From an optimization exercise on the open Yosys and OpenROAD flow, aimed at a short achievable clock period and few clock cycles; shortcuts taken in it are not production practice. In this exercise RTL edits were held to simulation tests only and were not proved equivalent to the original. Power figures rest on the tool's default switching activity, not on a simulated workload.

## flow/design.v

```verilog
module mips (
    input clock,
    input reset,
    output [31:0] imem_addr,
    input  [31:0] imem_data,
    output [7:0]  dmem_addr,
    output [31:0] dmem_wdata,
    output        dmem_we,
    output        dmem_byte,
    input  [31:0] dmem_rdata
);
    reg [31:0] pc;
    reg        e_wr;          
    reg        e_load;
    reg        e_store;
    reg        e_branch;
    reg        e_byte;
    reg [4:0]  e_rd;
    reg        e_and, e_or, e_xor, e_nor, e_lt, e_add, e_sub;
    reg [31:0] e_a;           
    reg [31:0] e_t;           
    reg [31:0] e_imm;         
    reg [31:0] e_pc4;
    reg        e_am, e_aw, e_ar;
    reg        e_tm, e_tw, e_tr;
    reg        e_bm, e_bw, e_br, e_bi;
    reg        m_wr;
    reg        m_load;
    reg        m_store;
    reg        m_byte;
    reg [4:0]  m_rd;
    reg [31:0] m_res;
    reg [31:0] m_sd;
    reg [31:0] w_data;        
    reg [31:0] registers [0:31];
    assign imem_addr = pc;
    wire [31:0] ins = imem_data;
    wire [31:0] pc_plus4 = pc + 32'd4;
    wire [5:0] op = ins[31:26];
    wire [4:0] rs = ins[25:21];
    wire [4:0] rt = ins[20:16];
    wire [4:0] rd = ins[15:11];
    wire dc_rtype  = (op == 6'b000000);
    wire dc_jump   = op[5] & op[4] & op[3];
    wire dc_brlike = op[5] & op[1] & op[0];
    wire dc_branch = dc_brlike & ~dc_jump;
    wire dc_move   = (op == 6'b100000);
    wire dc_store  = (op[5:1] == 5'b01000);
    wire dc_load   = (op[5:1] == 5'b00100);
    wire dc_byte   = (op == 6'b001001) | (op == 6'b010001);
    wire dc_regwr  = ~(dc_store | dc_jump | dc_brlike);
    wire dc_useimm = ~dc_rtype & ~dc_brlike;
    wire [2:0] P;
    assign P[0] = op[3] | op[4] | (op[0] ^ op[1]) | dc_rtype;
    assign P[1] = op[5] | (~op[2] & op[1] & op[0]) | dc_rtype;
    assign P[2] = ~op[2] | op[1];
    wire       fn_sel = &P;
    wire [2:0] C = fn_sel ? {ins[1], ~ins[2] & ins[1] & ins[0], ins[1] ^ ins[0]} : P;
    wire [4:0] dst = dc_rtype ? rd : rt;
    wire uses_rs = ~dc_jump;
    wire uses_rt = dc_rtype | dc_branch | dc_store;
    wire a_hit_m = e_wr & (e_rd == rs);      
    wire a_hit_w = m_wr & (m_rd == rs);      
    wire t_hit_m = e_wr & (e_rd == rt);
    wire t_hit_w = m_wr & (m_rd == rt);
    wire stall = (uses_rs & e_load & (e_rd == rs)) | (uses_rt & e_load & (e_rd == rt));
    wire [31:0] a = ({32{e_am}} & m_res) | ({32{e_aw}} & w_data) | ({32{e_ar}} & e_a);
    wire [31:0] t = ({32{e_tm}} & m_res) | ({32{e_tw}} & w_data) | ({32{e_tr}} & e_t);
    wire [31:0] b = ({32{e_bm}} & m_res) | ({32{e_bw}} & w_data) | ({32{e_br}} & e_t) |
                    ({32{e_bi}} & e_imm);
    wire [31:0] sum = a + b;
    wire [32:0] dif = {1'b0, a} + {1'b0, ~b} + 33'd1;    
    wire        ltu = ~dif[32];
    wire [31:0] alu = ({32{e_and}} & (a & b)) |
                      ({32{e_or}}  & (a | b)) |
                      ({32{e_xor}} & (a ^ b)) |
                      ({32{e_nor}} & ~(a | b)) |
                      ({32{e_add}} & sum) |
                      ({32{e_sub}} & dif[31:0]) |
                      {31'd0, e_lt & ltu};
    wire z_and = ~|(a & b);
    wire z_or  = ~|(a | b);
    wire z_add = ~|((a ^ b) ^ {(a[30:0] | b[30:0]), 1'b0});
    wire z_sub = ~|(a ^ b);
    wire z_lt  = dif[32];
    wire cond  = (e_and & z_and) | (e_or & z_or) | (e_add & z_add) |
                 (e_sub & z_sub) | (e_lt & z_lt);
    wire e_redirect = e_branch & cond;
    wire [31:0] e_target = e_pc4 + {e_imm[29:0], 2'b00};
    assign dmem_addr  = m_res[7:0];
    assign dmem_wdata = m_sd;
    assign dmem_we    = m_store;
    assign dmem_byte  = m_byte;
    wire [31:0] mem_data = m_byte ? {24'b0, dmem_rdata[7:0]} : dmem_rdata;
    wire [31:0] wb_data  = m_load ? mem_data : m_res;
    wire go = ~stall & ~e_redirect;
    always @(posedge clock) begin
        if (reset)
            pc <= 32'd0;
        else if (e_redirect)
            pc <= e_target;
        else if (stall)
            pc <= pc;
        else if (dc_jump)
            pc <= {6'b000000, ins[25:0]};
        else
            pc <= pc_plus4;
        if (reset) begin
            e_wr     <= 1'b0;
            e_load   <= 1'b0;
            e_store  <= 1'b0;
            e_branch <= 1'b0;
        end else begin
            e_wr     <= go & dc_regwr;
            e_load   <= go & dc_load;
            e_store  <= go & dc_store;
            e_branch <= go & dc_branch;
        end
        e_byte <= dc_byte;
        e_rd   <= dst;
        e_and  <= ~dc_move & (C == 3'b000);
        e_or   <=  dc_move | (C == 3'b001);
        e_xor  <= ~dc_move & (C == 3'b010);
        e_nor  <= ~dc_move & (C == 3'b011);
        e_lt   <= ~dc_move & (C == 3'b100);
        e_add  <= ~dc_move & (C == 3'b101);
        e_sub  <= ~dc_move & C[2] & C[1];
        e_a    <= registers[rs];
        e_t    <= registers[rt];
        e_imm  <= {{16{ins[15]}}, ins[15:0]};
        e_pc4  <= pc_plus4;
        e_am   <= a_hit_m;
        e_aw   <= ~a_hit_m & a_hit_w;
        e_ar   <= ~a_hit_m & ~a_hit_w;
        e_tm   <= t_hit_m;
        e_tw   <= ~t_hit_m & t_hit_w;
        e_tr   <= ~t_hit_m & ~t_hit_w;
        e_bm   <= ~dc_useimm & t_hit_m;
        e_bw   <= ~dc_useimm & ~t_hit_m & t_hit_w;
        e_br   <= ~dc_useimm & ~t_hit_m & ~t_hit_w;
        e_bi   <= dc_useimm & ~dc_move;
        if (reset) begin
            m_wr    <= 1'b0;
            m_load  <= 1'b0;
            m_store <= 1'b0;
        end else begin
            m_wr    <= e_wr;
            m_load  <= e_load;
            m_store <= e_store;
        end
        m_byte <= e_byte;
        m_rd   <= e_rd;
        m_res  <= alu;
        m_sd   <= t;
        w_data <= wb_data;
        if (m_wr)
            registers[m_rd] <= wb_data;
    end
endmodule
```

## flow/flow/run.sh

```bash
#!/bin/bash
export SETUP_SLACK_MARGIN=7.6
bash standard.sh > standard.log 2>&1
```

## flow/standard.sh

```bash
#!/bin/bash
# synth_recipe.tcl (not shown) runs the flow's synth.tcl, then flattens the netlist and writes it again
# the make line also repeats each setting of config.mk as NAME=value (left out here)
make -C /OpenROAD-flow-scripts/flow DESIGN_CONFIG=/design/flow/config.mk WORK_HOME=/design/flow/orfs CLKGATE_MAP_FILE= SYNTH_SCRIPT=/design/flow/synth_recipe.tcl "${@:-finish}"
```

## flow/config.mk

```make
export PLATFORM = sky130hd
export DESIGN_NAME = mips
export DESIGN_NICKNAME = mips
export VERILOG_FILES = /design/flow/design.v
export SDC_FILE = /design/flow/constraint.sdc
export NUM_CORES = 4
export LEC_CHECK = 0
export ABC_CLOCK_PERIOD_IN_PS = 3000
export CAP_MARGIN = 20
export CORE_MARGIN = 2
export CORE_UTILIZATION = 40
export SLEW_MARGIN = 20
```

## flow/constraint.sdc

```tcl
create_clock -name core_clock -period 11.0 [get_ports {clock}]
set_input_delay 2.2000 -clock core_clock [delete_from_list [all_inputs] [get_ports {clock}]]
set_output_delay 2.2000 -clock core_clock [all_outputs]
set_load 0.01 [all_outputs]
```

==> summary.md, run 1 <==
| Metric | Value |
|---|---|
| Placed wire-length estimate | `118.0 mm` |
| Wirelength, routed | `222.7 mm` |
| Register-to-Register Setup Slack | `7.09 ns` |
| Initial antenna violation count | `2` |
| Vias in the first global route | `41.00k` |
| Rows | `145` |
| Crit share post-route | `35.54%` |
| Dpl cells | `5956` |
| Number of synthesized register bits | `1300` |
| Worst-path clk slew | `0.06 ns` |
| Antenna Cells | `0` |
| CP Max Fanout | `8` |
| CTS tree | `built` |
| Critical Path Start Type | `flop` |
| Status | `no timing/DRC/antenna violations` |
| Async set-or-reset flop fraction in the synthesized netlist | `0%` |
| Max H-tree Level | `4` |
| Crit path capture type | `flop` |
| Avg WL per Cell | `34.36 um` |
| # IOs | `140` |
| Final cell count without fillers | `6481` |
| TritonCTS Buffers | `137` |
| Max IR drop VDD | `0.0001736 V` |
| Largest net degree at the start of global routing | `65` |
| Main flop type after synthesis | `edfxtp_1` |
| First-pass GRT wire length | `308.0 mm` |
| Core Footprint | `156800 um^2` |
| Post-route cell area | `77070 um^2` |
| Area Growth Syn to Fin | `21.76%` |
| Post-synthesis sequential area ratio | `57.31%` |
| Relative slew slack | `28.34%` |
| Share of post-route cells with drive strength above 1 | `38.37%` |
| Synth warn | `1` |
| Gr ovfl total | `0` |
| Total track usage | `26.77%` |
| Clock latency on the worst-skew pair | `0.79 ns` |
| Worst Hold Slack | `0.3248 ns` |
| Die X | `401.8 um` |
| Setup Viol. Count Final | `0` |
| CP arrival | `4.57 ns` |
| DRT iter0 DRCs | `6154` |
| Hold crit path type | `reg2reg` |
| Area after DPL | `67440 um^2` |
| Worst setup path category | `reg2reg` |
| Final slew viol count | `0` |
| Root Buffer | `clkbuf_16` |
| CTS max path bufs | `3` |
| IO buf count | `139` |
| Detailed Routing Iterations Pass 1 | `8` |
| Post-synth EDFFs | `1024` |
| Worst r2r src | `e_am` |
| Pwr dens | `170.2 nW/um^2` |
| Period minus WS final | `3.910 ns` |
| Mapped Avg Cell Area | `16.04 um^2` |
| Syn Nets | `4135` |
| Antenna Nets Post-Route | `0` |
| Hold Path Sink | `m_byte` |
| # DRC | `0` |
| TritonCTS Sinks | `1300` |
| Synth Cell Area | `63290 um^2` |
| Hold buffers post-CTS | `0` |
| Hold Violations, Final | `0` |
| Die ar. | `161400 um^2` |
| RR Endpoint | `m_res[27]` |
| DR vias | `41.86k` |
| Worst reg2reg path depth | `14` |
| Fmax | `0.2558 GHz` |
| Final Skew | `0.03651 ns` |
| Mapped Cells | `3947` |
| Vias per cell | `6.459` |
| Die Y | `401.8 um` |
| Unique cell type count in the Yosys netlist | `79` |
| Final net count | `4500` |
| Final Power | `13120 uW` |
| Hold path cells | `0` |
| Worst EP required | `11.66 ns` |
| GP Congestion | `0.9385` |
| Worst Max-Slew Pin Slew | `1.075 ns` |
| Unrepaired setup endpoints after global routing | `true` |
| Leakage power figure | `0.02646 uW` |
| Hold_sp | `e_byte` |
| Max_cap viols | `0` |
| Sum Neg Setup Slack | `0 ns` |
| Initial Util | `40.38%` |
==> cells in the final DEF (no fill, tap or decap), types with 25 or more instances in the layout <==
| cell | n |
|---|---|
| a211oi_1 | 26 |
| a21o_1 | 30 |
| a21oi_1 | 114 |
| a222oi_1 | 64 |
| a22oi_1 | 41 |
| buf_12 | 26 |
| buf_16 | 39 |
| buf_4 | 240 |
| buf_6 | 82 |
| clkbuf_1 | 39 |
| clkbuf_16 | 163 |
| clkdlybuf4s50_1 | 49 |
| dfxtp_1 | 207 |
| dfxtp_2 | 32 |
| dfxtp_4 | 37 |
| edfxtp_1 | 1024 |
| ha_1 | 84 |
| ha_4 | 25 |
| inv_1 | 160 |
| mux2_2 | 75 |
| mux4_2 | 640 |
| nand2_1 | 189 |
| nand3_1 | 37 |
| nand4_1 | 39 |
| nor2_1 | 121 |
| nor2_4 | 36 |
| nor3_1 | 32 |
| o21ai_0 | 56 |
| o21ai_2 | 29 |
| xnor2_1 | 66 |
| xor2_1 | 63 |
==> critical path, cell delays in order, from the launching register on <==
cell	delay (ns)
dfxtp_4	0.41
buf_12	0.17
a222oi_1	0.48
inv_1	0.17
ha_4	0.28
buf_2	0.17
or3_1	0.46
o41a_4	0.49
o221ai_4	0.23
a31oi_4	0.14
o31ai_4	0.31
buf_4	0.17
buf_6	0.10
o21a_1	0.11
o21ai_2	0.06
==> synthesized netlist by cell type (10+ instances only) <==
library cell  number  share of area, %
a211oi_1          34              0.40
a21o_1            30              0.36
a21oi_1          132               1.0
a221oi_1          19              0.26
a222oi_1          64               1.0
a22oi_1           48              0.57
a31oi_1           14              0.14
and3_1            18              0.18
buf_1             64              0.38
buf_4             11              0.13
clkbuf_1         201               1.2
dfxtp_1          276               8.7
edfxtp_1        1024                49
ha_1             119               2.4
inv_1            168               1.0
mux2_2            79               1.4
mux2i_1           18              0.28
mux4_2           640                23
nand2_1          196               1.2
nand2b_1          12              0.12
nand3_1           38              0.30
nand3b_1          10              0.12
nand4_1           39              0.39
nor2_1           161              0.95
nor2b_1           15              0.15
nor3_1            40              0.32
nor4_1            34              0.34
o211ai_1          13              0.15
o21a_1            21              0.25
o21ai_0          116              0.92
o21bai_1          18              0.21
o221ai_1          11              0.15
or3_1             11              0.11
xnor2_1           68              0.94
xor2_1            67              0.93
==> layout make-up <==
cell class	instances	area, um^2
fill	12980	79680
sequential	1300	36450
multi-input combinational	2199	26910
timing repair buffer	504	6152
clock buffer	191	3815
tap	2058	2575
inverter	168	653.1
clock inverter	59	494.2
timing repair inverter	2	17.52
==> power breakdown <==
part / total [uW] / switching [uW] / leakage [uW] / internal, uW
clock: 4510 / 1960 / 0.00210 / 2550
combinational: 2540 / 1510 / 0.0128 / 1030
sequential: 6070 / 195 / 0.0116 / 5880
==> metal layers <==
layer	vias up	GRT usage, %	part of all wire (%)
met5	-	0	0
met4	0	11.73	5.0
met3	478	5.294	9.7
met2	2569	43.66	48
met1	21920	34.85	37
li1	16890	-	-
==> how the worst max path moves through the flow <==
stage | from | end | slack, ns | depth (start not counted)
after global routing | e_am | pc[6] | 7.02 | 16
after CTS | e_am | m_res[29] | 7.16 | 14
final | e_am | m_res[27] | 7.09 | 14
after detailed placement | e_imm[15] | e_branch | 5.14 | 9
after floorplan | imem_data[21] | e_a[19] | 7.01 | 6
after global placement | e_imm[15] | e_branch | 4.84 | 9
==> sequential cells by signal, summed over array words and instances (netlist names), 5 cells and up <==
| name | count |
|---|---|
| e_imm | 16 |
| m_res | 32 |
| w_data | 32 |
| m_sd | 32 |
| e_pc4 | 32 |
| registers | 1024 |
| pc | 32 |
| e_t | 32 |
| e_a | 32 |
| e_rd | 5 |
| m_rd | 5 |
==> per-stage QoR <==
| stage | setup slack (ns) | util, % |
|---|---|---|
| floorplan | 7.008 | - |
| global placement | 4.844 | 43.01 |
| detailed placement | 5.143 | 43.03 |
| CTS | 7.159 | 48.30 |
| global route | 7.016 | 49.17 |
| finish | 7.090 | 49.17 |
==> repair_timing <==
| action | in CTS | in global routing |
|---|---|---|
| setup buffers | 168 | 36 |
| endpoints found under the setup margin | 215 | 169 |
| gates cloned | 45 | 26 |
| gates resized for setup | 760 | 108 |
| pin swaps | 77 | 66 |
==> logic make-up (layout without fill, tap and decap cells) <==
family | after synthesis | in the layout | synth area share [%]
AO/OA/AOI/OAI | 596 | 598 | 6.658
multiplexers | 737 | 737 | 24.46
flip-flops | 1300 | 1300 | 57.31
adder cells (fa/ha/maj) | 122 | 122 | 2.447
XOR/XNOR | 135 | 135 | 1.868
buffers and inverters | 453 | 924 | 2.770
AND/OR/NAND/NOR | 604 | 607 | 4.481
Testbench counts, summed over its fixed seeds: cycles 39,013.
==> inputs of run 2 (changes only) <==
--- a/flow/design.v
+++ b/flow/design.v
@@ -57,8 +57,12 @@
     wire       fn_sel = &P;
     wire [2:0] C = fn_sel ? {ins[1], ~ins[2] & ins[1] & ins[0], ins[1] ^ ins[0]} : P;
     wire [4:0] dst = dc_rtype ? rd : rt;
-    wire uses_rs = ~dc_jump;
-    wire uses_rt = dc_rtype | dc_branch | dc_store;
+    wire f_static = dc_branch & (rs == rt) & (~fn_sel | (ins[1] & ins[0]));
+    wire [32:0] f_tsum;
+    ks_add32 ftgt_u (.x({2'b00, pc[31:2]}), .y({{16{ins[15]}}, ins[15:0]}), .cin(1'b1), .s(f_tsum));
+    wire [31:0] f_target = {f_tsum[29:0], pc[1:0]};
+    wire uses_rs = ~dc_jump & ~f_static;
+    wire uses_rt = (dc_rtype | dc_branch | dc_store) & ~f_static;
     wire a_hit_m = e_wr & (e_rd == rs);      
     wire a_hit_w = m_wr & (m_rd == rs);      
     wire t_hit_m = e_wr & (e_rd == rt);
@@ -68,8 +72,11 @@
     wire [31:0] t = ({32{e_tm}} & m_res) | ({32{e_tw}} & w_data) | ({32{e_tr}} & e_t);
     wire [31:0] b = ({32{e_bm}} & m_res) | ({32{e_bw}} & w_data) | ({32{e_br}} & e_t) |
                     ({32{e_bi}} & e_imm);
-    wire [31:0] sum = a + b;
-    wire [32:0] dif = {1'b0, a} + {1'b0, ~b} + 33'd1;    
+    wire [32:0] sum_c;
+    wire [32:0] dif;                                      
+    ks_add32 add_u (.x(a), .y(b),  .cin(1'b0), .s(sum_c));
+    ks_add32 sub_u (.x(a), .y(~b), .cin(1'b1), .s(dif));
+    wire [31:0] sum = sum_c[31:0];
     wire        ltu = ~dif[32];
     wire [31:0] alu = ({32{e_and}} & (a & b)) |
                       ({32{e_or}}  & (a | b)) |
@@ -86,7 +93,9 @@
     wire cond  = (e_and & z_and) | (e_or & z_or) | (e_add & z_add) |
                  (e_sub & z_sub) | (e_lt & z_lt);
     wire e_redirect = e_branch & cond;
-    wire [31:0] e_target = e_pc4 + {e_imm[29:0], 2'b00};
+    wire [32:0] e_tsum;
+    ks_add32 etgt_u (.x({2'b00, e_pc4[31:2]}), .y(e_imm), .cin(1'b0), .s(e_tsum));
+    wire [31:0] e_target = {e_tsum[29:0], e_pc4[1:0]};
     assign dmem_addr  = m_res[7:0];
     assign dmem_wdata = m_sd;
     assign dmem_we    = m_store;
@@ -94,17 +103,14 @@
     wire [31:0] mem_data = m_byte ? {24'b0, dmem_rdata[7:0]} : dmem_rdata;
     wire [31:0] wb_data  = m_load ? mem_data : m_res;
     wire go = ~stall & ~e_redirect;
+    wire sel_inc = ~stall & ~f_static & ~dc_jump;
+    wire [31:0] pc_f = ({32{stall}}    & pc) |
+                       ({32{f_static}} & f_target) |
+                       ({32{dc_jump}}  & {6'b000000, ins[25:0]}) |
+                       ({32{sel_inc}}  & pc_plus4);
+    wire [31:0] pc_next = reset ? 32'd0 : e_redirect ? e_target : pc_f;
     always @(posedge clock) begin
-        if (reset)
-            pc <= 32'd0;
-        else if (e_redirect)
-            pc <= e_target;
-        else if (stall)
-            pc <= pc;
-        else if (dc_jump)
-            pc <= {6'b000000, ins[25:0]};
-        else
-            pc <= pc_plus4;
+        pc <= pc_next;
         if (reset) begin
             e_wr     <= 1'b0;
             e_load   <= 1'b0;
@@ -114,7 +120,7 @@
             e_wr     <= go & dc_regwr;
             e_load   <= go & dc_load;
             e_store  <= go & dc_store;
-            e_branch <= go & dc_branch;
+            e_branch <= go & dc_branch & ~f_static;
         end
         e_byte <= dc_byte;
         e_rd   <= dst;
@@ -157,3 +163,30 @@
             registers[m_rd] <= wb_data;
     end
 endmodule
+module ks_add32 (
+    input  [31:0] x,
+    input  [31:0] y,
+    input         cin,
+    output [32:0] s
+);
+    wire [31:0] p0 = x ^ y;
+    wire [191:0] g;
+    wire [191:0] p;
+    assign g[31:0] = (x & y) | {31'd0, p0[0] & cin};
+    assign p[31:0] = p0;
+    genvar l, i;
+    generate
+        for (l = 0; l < 5; l = l + 1) begin : lvl
+            for (i = 0; i < 32; i = i + 1) begin : col
+                if (i >= (1 << l)) begin : op
+                    assign g[32*(l+1) + i] = g[32*l + i] | (p[32*l + i] & g[32*l + i - (1 << l)]);
+                    assign p[32*(l+1) + i] = p[32*l + i] & p[32*l + i - (1 << l)];
+                end else begin : pass
+                    assign g[32*(l+1) + i] = g[32*l + i];
+                    assign p[32*(l+1) + i] = p[32*l + i];
+                end
+            end
+        end
+    endgenerate
+    assign s = {g[191], p0 ^ {g[190:160], cin}};
+endmodule
==> run 2 against run 1 <==
Net effect:
- still clean on timing, DRC and antenna
- count of clock-buffer cells in the layout fell by 7
- critical path depth rose by 3
- worst setup slack improved by 0.020 ns
- global-route usage rose by 1.2 points
- design area rose by 5.8%
- register-to-register slack improved by 0.02 ns
- clock power rose by 6.2%
- first-iteration DRC count rose by 8.4%
- non-clock buffer count rose by 73
- die area rose by 3.3%
- critical path type unchanged
- highest routed layer is now met5
==> summary.md, run 2 <==
| Metric | Value |
|---|---|
| # IOs | `140` |
| Initial antenna violation count | `4` |
| CP arrival | `4.54 ns` |
| Die Y | `408.4 um` |
| First-pass GRT wire length | `332.7 mm` |
| IO buf count | `139` |
| Commonest cells in the netlist | `edfxtp_1, mux4_2, dfxtp_1, nand2_1, clkbuf_1` |
| Clock latency on the worst-skew pair | `0.80 ns` |
| Crit share post-route | `35.36%` |
| Gr ovfl total | `0` |
| Root Buffer | `clkbuf_16` |
| Die ar. | `166800 um^2` |
| CP Max Fanout | `8` |
| DRT iter0 DRCs | `6671` |
| Initial Util | `40.23%` |
| Final slew viol count | `0` |
| Sum Neg Setup Slack | `0 ns` |
| Synth top area cells | `edfxtp_1, mux4_2, dfxtp_1` |
| Final Skew | `0.03616 ns` |
| Crit path capture type | `flop` |
| Worst EP required | `11.65 ns` |
| Final net count | `4900` |
| Placed wire-length estimate | `129.1 mm` |
| Largest net degree at the start of global routing | `58` |
| Worst Max-Slew Pin Slew | `1.119 ns` |
| Relative slew slack | `25.37%` |
| Post-synth EDFFs | `1024` |
| Area leader, netlist | `edfxtp_1` |
| Dpl cells | `6381` |
| Number of synthesized register bits | `1300` |
| Critical Path Start Type | `flop` |
| Async set-or-reset flop fraction in the synthesized netlist | `0%` |
| Slowest CP cell | `o41a_1` |
| Worst-path cell chain | `buf_12 > a222oi_1 > buf_4 > inv_4 > ha_4 > o21bai_4 > a22oi_2 > o41a_1 > o22ai_4 > o21ai_4 > buf_6 > o21ai_4 > buf_4 > buf_6 > a21oi_4 > xnor2_2 > o221ai_2` |
| Commonest non-fill, non-tap cells in the layout | `edfxtp_1, mux4_2, buf_4` |
| Cell internal pwr | `9754 uW` |
| Commonest non-fill, non-tap cell in the layout | `edfxtp_1` |
| Hold crit path type | `reg2reg` |
| Unrepaired setup endpoints after global routing | `true` |
| Worst setup path category | `reg2reg` |
| Vias in the first global route | `44.35k` |
| Synth warn | `1` |
| Fmax | `0.2571 GHz` |
| Syn Nets | `4479` |
| Max H-tree Level | `4` |
| Mapped Avg Cell Area | `15.36 um^2` |
| TritonCTS Buffers | `139` |
| Top-count cell post-synth | `edfxtp_1` |
| Top cell type's share of synthesized area | `47.02%` |
| Pwr dens | `168.3 nW/um^2` |
| Crit-path leading delay family | `compound AO/OA/AOI/OAI gates` |
| Mapped Cells | `4259` |
| Worst-path clk slew | `0.06 ns` |
| Comb power frac | `20.6%` |
| Reg with most FFs | `registers` |
| Rows | `148` |
| Share of post-route cells with drive strength above 1 | `39.30%` |
| Antenna Nets Post-Route | `0` |
| Main flop type after synthesis | `edfxtp_1` |
| Wirelength, routed | `239.0 mm` |
| Worst Path Buf+Inv | `6` |
| DR vias | `45.20k` |
| Area Growth Syn to Fin | `24.71%` |
| Avg WL per Cell | `34.27 um` |
| Switching Share | `28.93%` |
| Final Power | `13730 uW` |
| Post-synthesis sequential area ratio | `55.47%` |
| Max FFs per register | `1024` |
| Setup Viol. Count Final | `0` |
| Pre-CTS WS | `5.051 ns` |
| Core Footprint | `162600 um^2` |
| Unique cell type count in the Yosys netlist | `91` |
| Clk network pwr share | `34.9%` |
| Status | `no timing/DRC/antenna violations` |
| NetSw | `3971 uW` |
| Synth Cell Area | `65400 um^2` |
| Hold buffers post-CTS | `0` |
| Period minus WS final | `3.890 ns` |
| Max IR drop VDD | `0.0001358 V` |
| Final cell count without fillers | `6974` |
| Max_cap viols | `0` |
| Reg power frac | `44.5%` |
| CTS tree | `built` |
| TritonCTS Sinks | `1300` |
| # DRC | `0` |
| Leakage power figure | `0.02817 uW` |
| Setup WS post-layout | `7.110 ns` |
| Total track usage | `27.93%` |
| Detailed Routing Iterations Pass 1 | `9` |
| Vias per cell | `6.480` |
| CTS max path bufs | `3` |
| Hold Violations, Final | `0` |
| Max incr delay on CP | `0.47 ns` |
| Die X | `408.4 um` |
| GP Congestion | `0.9988` |
==> run 2: cell count changes in the layout (fill, tap and decap cells not counted), sizes merged, moves of 16 or more <==
cell and delta:
clkdlybuf4s50 -16, clkbuf -17, ha +31, buf +94, nand2 +29, a21oi +22, xnor2 +31, o21ai +29
nor2 +32
==> run 2: cell families (layout without fill, tap and decap cells) <==
family | Yosys count | in the layout | share of synthesized area [%]
compound gates | 710 | 710 | 7.683
xor+xnor | 168 | 168 | 2.250
fa+ha+maj | 154 | 154 | 2.992
buf+inv | 477 | 1012 | 2.831
flops | 1300 | 1300 | 55.47
mux | 725 | 725 | 23.49
other cells | 0 | 2 | 0
simple gates | 725 | 728 | 5.290
==> run 2: power groups by stage <==
| stage | sequential [uW] | clock (uW) | combinational [uW] |
|---|---|---|---|
| floorplan | 6130 | 0 | 1480 |
| global placement | 6200 | 0 | 2200 |
| detailed placement | 6210 | 0 | 2230 |
| CTS | 6090 | 4840 | 2630 |
| global route | 6120 | 5030 | 2970 |
| finish | 6110 | 4790 | 2820 |
==> run 2: per-layer routing <==
metal	part of all wire, %	GRT usage [%]	wire length [um]
met1	37	36.52	88600
met2	48	44.95	113600
met3	10	5.421	23820
met4	5.4	13.17	12960
met5	0.0096	0	23
==> run 2: stage by stage <==
stage                     utilization (%)  instance area [um^2]  hold WS [ns]
after floorplan                         -                 67000        0.3096
after global placement              42.98                 69890        0.3145
after detailed placement            43.00                 69920        0.3171
after CTS                           49.40                 80310        0.3286
after global routing                50.16                 81560        0.3365
final                               50.17                 81560        0.3282
==> run 2: cell type report <==
class | instances | area (um^2)
clock inverter | 74 | 857.1
antenna | 2 | 5.005
timing repair buffer | 577 | 7272
fill | 13450 | 81020
tap | 2175 | 2721
multi-input combinational | 2485 | 29750
sequential | 1300 | 36450
inverter | 177 | 701.9
clock buffer | 184 | 3800
==> run 2: path summary, 6_finish.rpt <==
kind | start | cells past startpoint | endpoint | slack, ns
hold / removal | e_byte | 0 | m_byte | 0.33
hold reg to reg | e_byte | 0 | m_byte | 0.33
setup / recovery | e_am | 17 | m_res[23] | 7.11
setup reg to reg | e_am | 17 | m_res[23] | 7.11
==> run 2: what timing repair did <==
item	CTS	global route
setup endpoints to repair	212	189
setup buffers	220	38
gates resized for setup	1022	137
pin swaps	173	88
gates cloned	61	14
Testbench counts of run 2, summed over its fixed seeds: cycles 38,047.
==> inputs of run 3 (changes only) <==
--- a/flow/config.mk
+++ b/flow/config.mk
@@ -8,5 +8,6 @@
 export ABC_CLOCK_PERIOD_IN_PS = 3000
 export CAP_MARGIN = 20
 export CORE_MARGIN = 2
-export CORE_UTILIZATION = 40
+export CORE_UTILIZATION = 55
+export PLACE_DENSITY = 0.7
 export SLEW_MARGIN = 20
==> run 3 against run 2 <==
Net effect:
- worst setup slack worse by 0.017 ns
- highest routed layer unchanged
- design area decreased by 0.64%
- clock skew is essentially flat
- critical path type is now in2reg
- sequential share of layout area up 0.29 points
- largest cell class unchanged
- total power about the same
==> summary.md, run 3 <==
| Metric | Value |
|---|---|
| Main flop type after synthesis | `edfxtp_1` |
| Adder-cell share of the synthesized area | `2.992%` |
| RR Endpoint | `pc[30]` |
| Sequential Area | `36450 um^2` |
| Synth warn | `1` |
| GP Congestion | `1.017` |
| First-pass GRT wire length | `334.0 mm` |
| Syn Nets | `4479` |
| Crit path capture type | `flop` |
| DRT iter0 DRCs | `8565` |
| Commonest non-fill, non-tap cell in the layout | `edfxtp_1` |
| Worst EP required | `11.69 ns` |
| Async set-or-reset flop fraction in the synthesized netlist | `0%` |
| Final slew viol count | `0` |
| Largest family of logic cells by synthesized area | `multiplexers` |
| Initial antenna violation count | `10` |
| Max IR drop VDD | `0.0001457 V` |
| Multi-input gate area | `29760 um^2` |
| Number of synthesized register bits | `1300` |
| Hold Violations, Final | `0` |
| Hold buffers post-CTS | `0` |
| Relative slew slack | `29.44%` |
| Die X | `348.8 um` |
| Reg with most FFs | `registers` |
| Synth top area cells | `edfxtp_1, mux4_2, dfxtp_1` |
| TritonCTS Sinks | `1300` |
| Top-count cell post-synth | `edfxtp_1` |
| Worst-path clk slew | `0.06 ns` |
| Hold Path Sink | `m_byte` |
| Area Growth Syn to Fin | `23.91%` |
| TritonCTS Buffers | `136` |
| Max H-tree Level | `4` |
| Placed wire-length estimate | `123.4 mm` |
| CP Max Fanout | `7` |
| Compound-cell area share of the yosys netlist | `7.683%` |
| Setup Viol. Count Final | `0` |
| Post-synth EDFFs | `1024` |
| Fmax | `0.2559 GHz` |
| CP arrival | `4.60 ns` |
| Max_cap viols | `0` |
| Commonest non-fill, non-tap cells in the layout | `edfxtp_1, mux4_2, buf_4` |
| Fillers | `7398` |
| Critical Path Start Type | `input pin` |
| IO buf count | `139` |
| Worst setup path category | `in2reg` |
| Final net count | `4898` |
| DR vias | `47.25k` |
| Crit share post-route | `35.52%` |
| Hold crit path type | `reg2reg` |
| Detailed Routing Iterations Pass 1 | `13` |
| Hold path cells | `0` |
| Mapped Avg Cell Area | `15.36 um^2` |
| Synth Cell Area | `65400 um^2` |
| Worst reg2reg path depth | `15` |
| Gr ovfl total | `0` |
| Worst Hold Slack | `0.3251 ns` |
| Unrepaired setup endpoints after global routing | `true` |
| Mapped Cells | `4259` |
| CTS tree | `built` |
| CTS max path bufs | `3` |
| # IOs | `140` |
| Wirelength, routed | `241.4 mm` |
| Clock latency on the worst-skew pair | `0.78 ns` |
| Sum Neg Setup Slack | `0 ns` |
| Share of post-route cells with drive strength above 1 | `39.53%` |
| Status | `no timing/DRC/antenna violations` |
| Post-synthesis mux area share | `23.49%` |
| Root Buffer | `clkbuf_16` |
| Max FFs per register | `1024` |
| Initial Util | `55.46%` |
| Vias in the first global route | `45.87k` |
| Area leader, netlist | `edfxtp_1` |
| Antenna Nets Post-Route | `0` |
| Register-to-Register Setup Slack | `7.09 ns` |
| Vias per cell | `7.465` |
| Commonest cells in the netlist | `edfxtp_1, mux4_2, dfxtp_1, nand2_1, clkbuf_1` |
| Xor/xnor cell area share of the yosys netlist | `2.250%` |
| Avg WL per Cell | `38.15 um` |
| Die Y | `348.8 um` |
| Rows | `126` |
| Final Skew | `0.03593 ns` |
| Unique cell type count in the Yosys netlist | `91` |
| # DRC | `0` |
| Top cell type's share of synthesized area | `47.02%` |
| Core Footprint | `117900 um^2` |
| Total track usage | `38.88%` |
| Largest net degree at the start of global routing | `65` |
| Hold_sp | `e_byte` |
| Leakage power figure | `0.02836 uW` |
| Die ar. | `121700 um^2` |
| Post-synthesis sequential area ratio | `55.47%` |
| Worst Max-Slew Pin Slew | `1.057 ns` |
| Pwr dens | `169.2 nW/um^2` |
| Worst r2r src | `e_aw` |
| Post-synthesis simple-gate area fraction | `5.290%` |
| Period minus WS final | `3.907 ns` |
## run 3: cell counts after synthesis
Identical to the previous run, type by type.
## run 3: per-stage QoR
step                      setup slack (ns)  utilization (%)  area, um^2  cells  total power, uW
after floorplan                      6.676                -       67000   4259             7611
after global placement               5.074            58.52       69010   5731             8341
after detailed placement             5.057            58.55       69040   5731             8383
after CTS                            7.114            67.36       79430   6250            13430
after global routing                 7.009            68.72       81030   6326            14030
final                                7.093            68.72       81040   6329            13710
## run 3: timing repair
item / in CTS / in global routing
resized for setup: 985 / 180
gates cloned: 78 / 11
setup buffers: 192 / 64
pin swaps: 123 / 121
setup endpoints to repair: 213 / 183
## run 3: how the worst max path moves through the flow
stage,startpoint,to,slack [ns]
finish,imem_data[16],pc[12],7.09
global route,imem_data[0],pc[28],7.01
CTS,imem_data[0],pc[28],7.11
detailed placement,imem_data[16],e_t[31],5.06
global placement,imem_data[16],e_t[28],5.07
floorplan,imem_data[0],pc[24],6.68
## run 3: logic make-up after synthesis
kind of cell | Yosys count
mux | 725
xor+xnor | 168
flops | 1300
buf+inv | 477
fa+ha+maj | 154
simple gates | 725
compound gates | 710
## run 3: per-layer routing
metal	part of all wire (%)	routed length, um	global-route usage (%)
met2	45	109300	58.81
met5	0.067	161	0
met1	34	81690	50.81
met4	7.0	16910	22.67
met3	14	33390	10.70
## run 3: power by group
group / internal, uW / switching [uW] / total [uW]
clock network: 2760 / 2020 / 4780
registers: 5900 / 203 / 6100
logic: 1140 / 1690 / 2830
total: 9800 / 3910 / 13700
## run 3: final cells by class
class                   instances  area share (%)
clock inverters                64          0.8723
inverters                     177          0.8569
well taps                    1536           2.371
multi-input cells            2485           36.72
clock buffers                 185           4.805
diodes                          4         0.01235
flip-flops and latches       1300           44.98
repair buffers                578           9.381
## run 3: critical path, cell delays in order
cell and delay (ns):
buf_16 0.15, buf_4 0.16, xnor2_2 0.49, o2111a_1 0.35, o21a_4 0.21, buf_12 0.15, buf_12 0.12, and2_4 0.14
a311oi_2 0.04, a21oi_1 0.17, a21oi_1 0.07, a21oi_1 0.17, o21a_1 0.13

[separate check: timing with driven ports]
In the flow no input, the clock included, has a driving cell. The finished layouts below were timed again as built, in two steps.
Step 1 sets driving cells, clkbuf_16 on the clock port and buf_2 on the other inputs (assumed; they add their load-dependent delay and slew).
Step 2, shift: input delay + t, output delay - t, t = (earliest + latest rising clock arrival at the registers) / 2. This alone moves slack from input paths to output paths.
Three values: ideal, step 1, step 2; two values: the first two.
| run | t (ns) | setup slack, ns | worst setup path at the end | slew at the worst register clock pin (ns) | cell pins on the clock port's net |
|---|---|---|---|---|---|
| run 1 | 0.863 | 7.090 / 7.090 / 6.411 | input to register | 0.07 / 0.07 | 1 |
| run 2 | 0.859 | 7.110 / 7.083 / 6.225 | input to register | 0.07 / 0.07 | 1 |
| run 3 | 0.831 | 7.093 / 7.020 / 6.189 | input to register | 0.07 / 0.07 | 1 |
After both steps every run listed still meets setup and hold. For run 3, which loses most, drivers alone change the setup slack by -0.073 ns; drivers and shift together by -0.904 ns.
